Background: an optimization exercise with open tools, aiming at small area, a short achievable clock period and few clock cycles per item. Do not read the settings as production practice. Where RTL was checked, it was by simulation tests only, not by an equivalence proof against the original. No activity file was given, so power comes from the tool's default toggle rates.

==> inputs of v11 <==
==> flow/design.v <==
module Binary_to_BCD
  #(parameter INPUT_WIDTH = 28,
    parameter DECIMAL_DIGITS = 8)
  (
   input                         clk,
   input                         rst,
   input [INPUT_WIDTH-1:0]       i_Binary,
   input                         i_Start,
   output [DECIMAL_DIGITS*4-1:0] o_BCD,
   output                        o_DV
   );
  function [3:0] add3(input [3:0] d, input en);
    reg c;
    begin
      c = en & (d[3] | (d[2] & (d[1] | d[0])));
      add3 = {c | d[3], c ? d[3] & d[0] : d[2], c ? (d[3] ? ~d[0] : d[1] & d[0]) : d[1], d[0] ^ c};
    end
  endfunction
  reg [33:0] r_R;
  reg        r_Busy, r_DV;
  reg [6:0] r_T;    
  reg [33:0] w_L;
  always @* begin
    w_L = {i_Binary, 6'b0};
    w_L = {w_L[32:0], w_L[33]};
    w_L = {w_L[32:0], w_L[33]};
    w_L = {w_L[32:0], w_L[33]};
    w_L[3:0] = add3(w_L[3:0], 1'b1);
    w_L = {w_L[32:0], w_L[33]};
  end
  reg [33:0] w_S;
  always @* begin
    w_S = r_R;
    w_S[3:0] = add3(w_S[3:0], 1'b1);
    w_S[7:4] = add3(w_S[7:4], 1'b1);
    w_S[11:8] = add3(w_S[11:8], r_T[0]);
    w_S[15:12] = add3(w_S[15:12], r_T[1]);
    w_S[19:16] = add3(w_S[19:16], r_T[3]);
    w_S[23:20] = add3(w_S[23:20], r_T[4]);
    w_S[27:24] = add3(w_S[27:24], r_T[5]);
    w_S = {w_S[32:0], w_S[33]};
    w_S[3:0] = add3(w_S[3:0], 1'b1);
    w_S[7:4] = add3(w_S[7:4], 1'b1);
    w_S[11:8] = add3(w_S[11:8], r_T[0]);
    w_S[15:12] = add3(w_S[15:12], r_T[1]);
    w_S[19:16] = add3(w_S[19:16], r_T[2]);
    w_S[23:20] = add3(w_S[23:20], r_T[4]);
    w_S[27:24] = add3(w_S[27:24], r_T[5]);
    w_S[31:28] = add3(w_S[31:28], r_T[6]);
    w_S = {w_S[32:0], w_S[33]};
    w_S[3:0] = add3(w_S[3:0], 1'b1);
    w_S[7:4] = add3(w_S[7:4], 1'b1);
    w_S[11:8] = add3(w_S[11:8], 1'b1);
    w_S[15:12] = add3(w_S[15:12], r_T[1]);
    w_S[19:16] = add3(w_S[19:16], r_T[2]);
    w_S[23:20] = add3(w_S[23:20], r_T[3]);
    w_S[27:24] = add3(w_S[27:24], r_T[5]);
    w_S[31:28] = add3(w_S[31:28], r_T[6]);
    w_S = {w_S[32:0], w_S[33]};
  end
  always @(posedge clk) begin
    r_R <= r_Busy ? w_S : w_L;
    r_T <= r_Busy ? {r_T[5:0], 1'b1} : 7'b0;
    if (rst) begin
      r_Busy <= 1'b0;
      r_DV   <= 1'b0;
    end else if (r_Busy) begin
      r_Busy <= ~r_T[6];
      r_DV   <= r_T[6];
    end else begin
      r_Busy <= i_Start;
      r_DV   <= 1'b0;
    end
  end
  assign o_BCD = r_R[31:0];
  assign o_DV  = r_DV;
endmodule
==> flow/flow/run.sh <==
#!/bin/bash
# The standard layout (the standard.sh, unchanged synthesis and steps), with
# the port buffers that buffer_ports inserts made sky130_fd_sc_hd__buf_1 cells
# instead of its default pick. Every tool's output goes to standard_flow.log here;
# ORFS also keeps each step's log under orfs/logs.
set -euo pipefail
bash standard.sh 'BUFFER_PORTS_ARGS=-buffer_cell sky130_fd_sc_hd__buf_1' finish > standard_flow.log 2>&1
==> flow/standard.sh <==
#!/bin/bash
# synth_recipe.tcl (not shown) runs the flow's synth.tcl, then flattens the netlist and writes it again
# the make line also repeats each setting of config.mk as NAME=value (left out here)
make -C /OpenROAD-flow-scripts/flow DESIGN_CONFIG=/design/flow/config.mk WORK_HOME=/design/flow/orfs CLKGATE_MAP_FILE= SYNTH_SCRIPT=/design/flow/synth_recipe.tcl "${@:-finish}"
==> flow/config.mk <==
export PLATFORM = sky130hd
export DESIGN_NAME = Binary_to_BCD
export DESIGN_NICKNAME = Binary_to_BCD
export VERILOG_FILES = /design/flow/design.v
export SDC_FILE = /design/flow/constraint.sdc
export NUM_CORES = 4
export LEC_CHECK = 0
export ABC_AREA = 1
export CAP_MARGIN = 20
export CORE_MARGIN = 2
export CORE_UTILIZATION = 40
export PLACE_DENSITY = 0.6
export SETUP_SLACK_MARGIN = 2.9
export SLEW_MARGIN = 20
==> flow/constraint.sdc <==
create_clock -name core_clock -period 5.0 [get_ports {clk}]
set_input_delay 1.0000 -clock core_clock [delete_from_list [all_inputs] [get_ports {clk}]]
set_output_delay 1.0000 -clock core_clock [all_outputs]
set_load 0.01 [all_outputs]
==> v7 (differences from v11) <==
Settings changed: CORE_UTILIZATION 40 to 55, GPL_TIMING_DRIVEN set to 1, PLACE_DENSITY 0.6 to 0.7.
==> v32 (differences from v11) <==
--- a/flow/design.v
+++ b/flow/design.v
@@ -19,3 +19,3 @@
   reg [33:0] r_R;
-  reg        r_Busy, r_DV;
+  reg        r_Busy;
   reg [6:0] r_T;    
@@ -62,12 +62,9 @@
     r_R <= r_Busy ? w_S : w_L;
-    r_T <= r_Busy ? {r_T[5:0], 1'b1} : 7'b0;
+    r_T <= r_Busy & ~rst ? {r_T[5:0], 1'b1} : 7'b0;
     if (rst) begin
       r_Busy <= 1'b0;
-      r_DV   <= 1'b0;
     end else if (r_Busy) begin
       r_Busy <= ~r_T[6];
-      r_DV   <= r_T[6];
     end else begin
       r_Busy <= i_Start;
-      r_DV   <= 1'b0;
     end
@@ -75,3 +72,3 @@
   assign o_BCD = r_R[31:0];
-  assign o_DV  = r_DV;
+  assign o_DV  = r_T[6] & ~r_Busy;
 endmodule
Settings changed: SETUP_SLACK_MARGIN 2.9 to not set.
==> notes.md <==
Between v7 and v32, the lower total power is in v32 (gap 8.8%, measured against v32).
The lowest worst setup slack belongs to v32, the highest to v7.
In v7 the utilization is higher than in v32, by 18 points.
Critical path depth, lowest first: v32, v7, v11.
Flip-flop and latch count is the same in v11 and v7.
The highest worst hold slack belongs to v32, the lowest to v11.
Non-clock buffer count, highest first: v7, v11, v32.
The highest via count belongs to v7, the lowest to v32.
==> figures <==
metric	v7	v32	v11
Global routing met1 resource utilization	29.0%	23.3%	21.5%
Worst-skew pair later-pin latency	0.30 ns	0.29 ns	0.29 ns
Mean Syn Cell Area	6.03 sq um	6.04 sq um	6.03 sq um
Clock power share	16.9%	19.4%	21.2%
Final Util	61.7%	43.6%	44.8%
X dimension of the die	81.2 microns	93.7 microns	94.5 microns
Number of fill cells	575	880	917
Total power divided by cell area	358 nW/um^2	351 nW/um^2	372 nW/um^2
#FFs+latches synth	43	42	43
Status	complete, no violations	complete, no violations	complete, no violations
Sw Ratio	45.3%	43.6%	43.2%
Routed length on met2	3630 microns	3400 microns	3910 microns
Worst reg2reg setup slack	3.07 ns	2.53 ns	3.04 ns
Sequential share of cell area	24.7%	24.8%	24.4%
Synthesized cell area	3280 sq um	3220 sq um	3280 sq um
Worst hold slack	0.447 ns	0.466 ns	0.431 ns
Total chip power	1.29 mW	1.19 mW	1.35 mW
Testbench counts of v11, summed over its fixed seeds: cycles 11,520, items 1,280.
Testbench counts of v7, summed over its fixed seeds: cycles 11,520, items 1,280.
Only the layout flow was run in v32; the RTL was not checked for function there.

-- port drivers added, routing unchanged --
The flow's constraints put no driver on any port. The routed layouts listed below were extracted and timed again, unchanged, in two steps. Step 1 assumes that a clkbuf_16 drives the clock port and a buf_2 every other input. Step 2 adds t to the input delays and takes it off the output delays; t is the mean of the earliest and latest rising clock arrival at the registers after step 1. Input paths then give back, and output paths get back, about the clock's delay inside the block. Three values: no drivers, after step 1, after step 2; two values: the first two.
run	t, ns	setup slack, ns	latest minus earliest clock arrival (ns)	worst register clock-pin slew, ns
v11	0.320	3.041 / 3.041 / 3.041	0.011 / 0.012	0.09 / 0.09
v7	0.321	3.072 / 3.072 / 3.072	0.009 / 0.009	0.09 / 0.09
v32	0.317	2.393 / 2.365 / 2.530	0.006 / 0.007	0.08 / 0.08
After both steps every run listed still meets setup and hold.
